This is an optimization exercise on Yosys and OpenROAD, whose aim is small area and a short achievable clock period, not a production implementation. At most, simulation tests tie the RTL to the original design; equivalence was not proved. Power is estimated from default activity; no workload was simulated.

==> zinc: inputs <==
==> flow/design.v <==
`timescale 1ns / 1ps
module icache_fetch(
    input         clk,
    input         RESET,
    input  [13:0] fetch_addr,    
    input  [31:0] mem_rdata,     
    output [13:0] mem_addr,      
    output [31:0] instr,         
    output [15:0] instr_pc,      
    output        miss           
    );
    reg [9:0]  tag   [0:15];
    reg [1:0]  lru   [0:15];
    reg [15:0] valid;
    reg [32:0] r0 [0:15];    
    reg [32:0] r1 [0:15];
    reg [32:0] r2 [0:15];
    reg [2:0]  ph;           
    reg [13:0] addr_q;       
    reg [3:0]  vict;         
    reg        use_mem;      
    reg [31:0] instr_q;
    wire [9:0] a_tag = fetch_addr[13:4];
    wire [1:0] a_set = fetch_addr[3:2];
    wire [1:0] a_off = fetch_addr[1:0];
    reg [3:0]  match;
    reg [1:0]  l [0:3];
    reg [31:0] cand [0:3];
    reg [31:0] hword;
    integer i, s;
    reg [2:0]  sl [0:15];
    reg [31:0] cw;
    always @(*) begin
        for (i = 0; i < 16; i = i + 1)
            case (a_off)
                2'd2:    sl[i] = {r0[i][32], r2[i][32], r1[i][32]};
                2'd3:    sl[i] = {r1[i][32], r0[i][32], r2[i][32]};
                default: sl[i] = {r2[i][32], r1[i][32], r0[i][32]};
            endcase
        for (i = 0; i < 4; i = i + 1) begin
            match[i] = 1'b0;
            l[i] = 2'b00;
            cw = 32'b0;
            for (s = 0; s < 4; s = s + 1)
                if (a_set == s) begin
                    match[i] = valid[s*4+i] && (tag[s*4+i] == a_tag);
                    l[i] = lru[s*4+i];
                end
            for (s = 0; s < 4; s = s + 1)
                cw = cw | ({32{a_set == s && sl[s*4+i][0]}} & r0[s*4+i][31:0])
                        | ({32{a_set == s && sl[s*4+i][1]}} & r1[s*4+i][31:0])
                        | ({32{a_set == s && sl[s*4+i][2]}} & r2[s*4+i][31:0]);
            cand[i] = cw;
        end
        hword = match[3] ? cand[3] : match[2] ? cand[2] : match[1] ? cand[1] : cand[0];
    end
    wire hit = |match;
    reg [1:0] lhit [0:3];
    reg [1:0] L;
    always @(*) begin
        L = l[a_off];
        for (i = 0; i < 4; i = i + 1) begin
            lhit[i] = l[i];
            if (L != 2'b00) begin
                if (a_off == i) lhit[i] = 2'b00;
                else if (l[i] != 2'b00 && l[i] < L) lhit[i] = l[i] + 2'b01;
            end
        end
    end
    wire [1:0] q_set = addr_q[3:2];
    reg [3:0] fv;
    reg [1:0] fl [0:3];
    always @(*) begin
        for (i = 0; i < 4; i = i + 1) begin
            fv[i] = 1'b0;
            fl[i] = 2'b00;
            for (s = 0; s < 4; s = s + 1)
                if (q_set == s) begin
                    fv[i] = valid[s*4+i];
                    fl[i] = lru[s*4+i];
                end
        end
    end
    wire [3:0] vict_d = (&fv) ? {fl[3] == 2'b11, fl[2] == 2'b11, fl[1] == 2'b11, fl[0] == 2'b11}
                              : (~fv & (fv + 4'b0001));    
    always @(posedge clk) begin
        addr_q <= fetch_addr;
        vict   <= vict_d;
        use_mem <= (ph == 3'd0) && (a_off == 2'b00);
        if (ph == 3'd0)
            instr_q <= hword;
        else if (ph == {1'b1, addr_q[1:0]})
            instr_q <= mem_rdata;
    end
    wire ins_ph = ph[2] & (ph[1] | ph[0]);
    genvar g;
    generate for (g = 0; g < 16; g = g + 1) begin : line
        wire sel = vict[g % 4] && (q_set == g / 4);
        always @(posedge clk) begin
            r0[g] <= (sel && ins_ph) ? {ph == 3'd5, mem_rdata} : r2[g];
            r1[g] <= r0[g];
            r2[g] <= r1[g];
            if (sel && ph == 3'd7) tag[g] <= addr_q[13:4];
        end
        always @(posedge clk) begin
            if (RESET) begin
                valid[g] <= 1'b0;
                lru[g]   <= 2'b00;
            end else if (ph == 3'd7) begin
                if (q_set == g / 4) begin
                    if (vict[g % 4]) begin
                        valid[g] <= 1'b1;
                        lru[g]   <= 2'b00;
                    end else if (valid[g])
                        lru[g] <= lru[g] + 2'b01;
                end
            end else if (ph == 3'd0) begin
                if (a_set == g / 4 && hit)
                    lru[g] <= lhit[g % 4];
            end
        end
    end endgenerate
    always @(posedge clk) begin
        if (RESET)
            ph <= 3'd0;
        else if (ph != 3'd0 || !hit)
            ph <= ph + 3'd1;
    end
    assign miss = |ph;
    assign mem_addr = {fetch_addr[13:2],
                       ph[2] & (ph[1] | ph[0]),
                       ph[2] & (ph[1] | ~ph[0])};
    assign instr = use_mem ? mem_rdata : instr_q;
    assign instr_pc = {addr_q, 2'b00};
endmodule
==> flow/run.sh <==
#!/bin/bash
# synth_recipe.tcl (not shown) runs the flow's synth.tcl, then flattens the netlist and writes it again
# the make line also repeats each setting of config.mk as NAME=value (left out here)
make -C /OpenROAD-flow-scripts/flow DESIGN_CONFIG=/design/flow/config.mk WORK_HOME=/design/flow/orfs CLKGATE_MAP_FILE= SYNTH_SCRIPT=/design/flow/synth_recipe.tcl finish
==> flow/config.mk <==
export PLATFORM = sky130hd
export DESIGN_NAME = icache_fetch
export DESIGN_NICKNAME = icache_fetch
export VERILOG_FILES = /design/flow/design.v
export SDC_FILE = /design/flow/constraint.sdc
export NUM_CORES = 4
export LEC_CHECK = 0
export CAP_MARGIN = 20
export CORE_MARGIN = 2
export CORE_UTILIZATION = 40
export SETUP_SLACK_MARGIN = 4.6
export SLEW_MARGIN = 20
==> flow/constraint.sdc <==
create_clock -name core_clock -period 8.0 [get_ports {clk}]
set_input_delay 1.6000 -clock core_clock [delete_from_list [all_inputs] [get_ports {clk}]]
set_output_delay 1.6000 -clock core_clock [all_outputs]
set_load 0.01 [all_outputs]
==> pepper (differences from zinc) <==
==> flow/design.v (replaced) <==
`timescale 1ns / 1ps
module icache_fetch(
    input         clk,
    input         RESET,
    input  [13:0] fetch_addr,    
    input  [31:0] mem_rdata,     
    output [13:0] mem_addr,      
    output [31:0] instr,         
    output [15:0] instr_pc,      
    output        miss           
    );
    reg [9:0]  tag   [0:15];
    reg [1:0]  lru   [0:15];
    reg [15:0] valid;
    reg [32:0] r0 [0:15];    
    reg [32:0] r1 [0:15];
    reg [32:0] r2 [0:15];
    reg [2:0]  ph;           
    reg [13:0] addr_q;       
    reg [3:0]  vict;         
    reg        use_mem;      
    reg [31:0] instr_qn;     
    reg        c_look, c_cap, c_hold, c_one;    
    wire [2:0] ph_nx;
    reg [31:0] mem_q;        
    reg        done_q;       
    wire [9:0] a_tag = fetch_addr[13:4];
    wire [1:0] a_set = fetch_addr[3:2];
    wire [1:0] a_off = fetch_addr[1:0];
    reg [15:0] m;            
    reg [3:0]  hs;           
    reg [3:0]  match;        
    reg [31:0] cand [0:3];
    reg [31:0] hword;
    integer i, s;
    reg [2:0]  sl [0:15];
    reg [31:0] cw;
    always @(*) begin
        for (i = 0; i < 16; i = i + 1) begin
            m[i] = valid[i] && (tag[i] == a_tag);
            case (a_off)
                2'd2:    sl[i] = {r0[i][32], r2[i][32], r1[i][32]};
                2'd3:    sl[i] = {r1[i][32], r0[i][32], r2[i][32]};
                2'd1:    sl[i] = {r2[i][32], r1[i][32], r0[i][32]};
                default: sl[i] = 3'b000;     
            endcase
        end
        for (s = 0; s < 4; s = s + 1)
            hs[s] = |m[s*4 +: 4];
        for (i = 0; i < 4; i = i + 1) begin
            match[i] = 1'b0;
            cw = 32'b0;
            for (s = 0; s < 4; s = s + 1) begin
                match[i] = match[i] | (a_set == s && m[s*4+i]);
                cw = cw | ({32{a_set == s && sl[s*4+i][0]}} & r0[s*4+i][31:0])
                        | ({32{a_set == s && sl[s*4+i][1]}} & r1[s*4+i][31:0])
                        | ({32{a_set == s && sl[s*4+i][2]}} & r2[s*4+i][31:0]);
            end
            cand[i] = cw;
        end
        hword = ({32{match[3]}} & cand[3]) | ({32{match[2]}} & cand[2])
              | ({32{match[1]}} & cand[1]) | ({32{match[0]}} & cand[0]);
    end
    wire hit = |(hs & (4'b0001 << a_set));
    assign ph_nx = RESET ? 3'd0 : (ph != 3'd0 || !hit) ? ph + 3'd1 : 3'd0;
    reg [1:0] lhit [0:15];
    reg [1:0] L;
    always @(*) begin
        for (s = 0; s < 4; s = s + 1) begin
            L = lru[s*4 + a_off];
            for (i = 0; i < 4; i = i + 1) begin
                lhit[s*4+i] = lru[s*4+i];
                if (L != 2'b00) begin
                    if (a_off == i) lhit[s*4+i] = 2'b00;
                    else if (lru[s*4+i] != 2'b00 && lru[s*4+i] < L) lhit[s*4+i] = lru[s*4+i] + 2'b01;
                end
            end
        end
    end
    wire [1:0] q_set = addr_q[3:2];
    reg [3:0] fv;
    reg [1:0] fl [0:3];
    always @(*) begin
        for (i = 0; i < 4; i = i + 1) begin
            fv[i] = 1'b0;
            fl[i] = 2'b00;
            for (s = 0; s < 4; s = s + 1)
                if (q_set == s) begin
                    fv[i] = valid[s*4+i];
                    fl[i] = lru[s*4+i];
                end
        end
    end
    wire [3:0] vict_d = (&fv) ? {fl[3] == 2'b11, fl[2] == 2'b11, fl[1] == 2'b11, fl[0] == 2'b11}
                              : (~fv & (fv + 4'b0001));    
    wire byp = done_q && (a_off == 2'd3) && (a_set == q_set) && |(match & vict);
    always @(posedge clk) begin
        mem_q  <= mem_rdata;
        done_q <= (ph == 3'd7);
        addr_q <= fetch_addr;
        vict   <= vict_d;
        use_mem <= ((ph == 3'd0) && (a_off == 2'd0)) || ((ph == 3'd7) && (addr_q[1:0] == 2'd3));
        instr_qn <= ({32{c_look}} & ~(byp ? mem_q : hword)) | ({32{c_cap}} & ~mem_q)
                  | ({32{c_hold}} & instr_qn) | {32{c_one}};
        c_look <= ph_nx == 3'd0;
        c_cap  <= (ph_nx == 3'd5 && addr_q[1:0] == 2'd0) || (ph_nx == 3'd6 && addr_q[1:0] == 2'd1) ||
                  (ph_nx == 3'd7 && addr_q[1:0] == 2'd2);
        c_one  <= ph_nx == 3'd7 && addr_q[1:0] == 2'd3;
        c_hold <= !(ph_nx == 3'd0) && !((ph_nx == 3'd5 && addr_q[1:0] == 2'd0) || (ph_nx == 3'd6 && addr_q[1:0] == 2'd1) ||
                  (ph_nx == 3'd7 && addr_q[1:0] == 2'd2)) && !(ph_nx == 3'd7 && addr_q[1:0] == 2'd3);
    end
    wire ins_nx = ph[2];     
    reg [15:0] ins, keep;
    genvar g;
    generate for (g = 0; g < 16; g = g + 1) begin : line
        wire sel = vict[g % 4] && (q_set == g / 4);
        always @(posedge clk) begin
            ins[g]  <= ins_nx && sel;
            keep[g] <= !(ins_nx && sel);
            r0[g] <= ({33{ins[g]}} & {ph == 3'd6, mem_q}) | ({33{keep[g]}} & r2[g]);
            r1[g] <= r0[g];
            r2[g] <= r1[g];
            tag[g] <= ({10{ins[g]}} & addr_q[13:4]) | ({10{keep[g]}} & tag[g]);
        end
        always @(posedge clk) begin
            if (RESET) begin
                valid[g] <= 1'b0;
                lru[g]   <= 2'b00;
            end else if (ph == 3'd7) begin
                if (q_set == g / 4) begin
                    if (vict[g % 4]) begin
                        valid[g] <= 1'b1;
                        lru[g]   <= 2'b00;
                    end else if (valid[g])
                        lru[g] <= lru[g] + 2'b01;
                end
            end else if (ph == 3'd0) begin
                if (a_set == g / 4 && hs[g / 4])
                    lru[g] <= lhit[g];
            end
        end
    end endgenerate
    always @(posedge clk)
        ph <= ph_nx;
    assign miss = |ph;
    assign mem_addr = {fetch_addr[13:2],
                       ph[2] & (ph[1] | ph[0]),
                       ph[2] & (ph[1] | ~ph[0])};
    assign instr = ~(~({32{use_mem}} & mem_rdata) & instr_qn);
    assign instr_pc = {addr_q, 2'b00};
endmodule
--- a/flow/config.mk
+++ b/flow/config.mk
@@ -8,5 +8,8 @@
 export CAP_MARGIN = 20
 export CORE_MARGIN = 2
-export CORE_UTILIZATION = 40
-export SETUP_SLACK_MARGIN = 4.6
+export CORE_UTILIZATION = 60
+export CTS_BUF_LIST = sky130_fd_sc_hd__clkbuf_16
+export CTS_CLUSTER_DIAMETER = 70
+export CTS_CLUSTER_SIZE = 24
+export SETUP_SLACK_MARGIN = 4.5
 export SLEW_MARGIN = 20
==> results_tabular.tex <==
\begin{tabular}{lr}
\hline
Metric & Value \\
\hline
\multicolumn{2}{l}{\textbf{Power and ir drop}} \\
Flip-flop and latch power & about 10 mW \\
Cell area power density & $\sim$270 nW/um2 \\
Clk pwr share & roughly 40\% \\
Internal power & 15.8 mW \\
\multicolumn{2}{l}{\textbf{Status}} \\
Result of the run & timing/DRC/antenna clean \\
\multicolumn{2}{l}{\textbf{Yosys}} \\
Number of synthesized flops with an enable pin & 192 \\
Count of unique library cells instantiated by Yosys & 77 \\
Number of register bits inferred by synthesis & 1846 \\
\multicolumn{2}{l}{\textbf{Layout}} \\
Filler cell count & 12600 \\
\multicolumn{2}{l}{\textbf{GRT}} \\
Wire length of the first global-routing pass & 327000 um \\
\multicolumn{2}{l}{\textbf{Routing}} \\
Number of design-rule violations left by the first detailed-router iteration & approximately 5600 \\
\multicolumn{2}{l}{\textbf{Setup path}} \\
Critical Path End & instr[3] \\
Buffer and inverter count on the worst path & 3 \\
\multicolumn{2}{l}{\textbf{Timing}} \\
Slew margin rel. & approximately 27\% \\
\hline
\end{tabular}
(the above is from zinc)
==> results_tabular.tex <==
\begin{tabular}{lr}
\hline
Metric & Value \\
\hline
\multicolumn{2}{l}{\textbf{Setup path}} \\
Critical Path End & instr\_qn[27]\$\_DFF\_P\_ \\
Buffer and inverter count on the worst path & 4 \\
\multicolumn{2}{l}{\textbf{Power and ir drop}} \\
Clk pwr share & 33.0\% \\
Internal power & roughly 13 mW \\
Flip-flop and latch power & 10.2 mW \\
Cell area power density & 236 nW/um2 \\
\multicolumn{2}{l}{\textbf{GRT}} \\
Busiest layer in global routing & met2 \\
Wire length of the first global-routing pass & 319000 um \\
\multicolumn{2}{l}{\textbf{Layout}} \\
Leading cell kind & flip-flops and latches \\
\multicolumn{2}{l}{\textbf{Yosys}} \\
Number of synthesized flops with an enable pin & 0 \\
\multicolumn{2}{l}{\textbf{Timing}} \\
Slew margin rel. & 18.3\% \\
\multicolumn{2}{l}{\textbf{Routing}} \\
Number of design-rule violations left by the first detailed-router iteration & 8024 \\
\multicolumn{2}{l}{\textbf{Status}} \\
Result of the run & timing/DRC/antenna clean \\
\hline
\end{tabular}
(the above is from pepper)
No functional check of the RTL was part of zinc.

afterwards: timing with drivers on the ports:
How much do the figures lean on ideal ports? The routed layouts below were timed once more, with nothing changed but the port constraints. Step 1 assumes that a clkbuf_16 drives the clock port and a buf_2 every other input. Step 2 also shifts input and output timing later by t, the mid clock arrival at the registers, as if the neighbouring blocks saw the same clock. Slacks: ideal / step 1 / step 2; pairs: ideal / step 1.
run	t (ns)	slack for setup (ns)	hold WS [ns]	worst data-port slew with drivers (ns)
zinc	0.881	4.066 / 4.035 / 3.260	0.294 / 0.294 / 0.294	0.31
pepper	0.778	4.094 / 3.959 / 3.181	0.340 / 0.340 / 0.340	0.26
After both steps setup and hold are still met in every run listed. The setup slack of pepper, which loses most, moves by -0.135 ns with the drivers and by -0.913 ns with both steps.
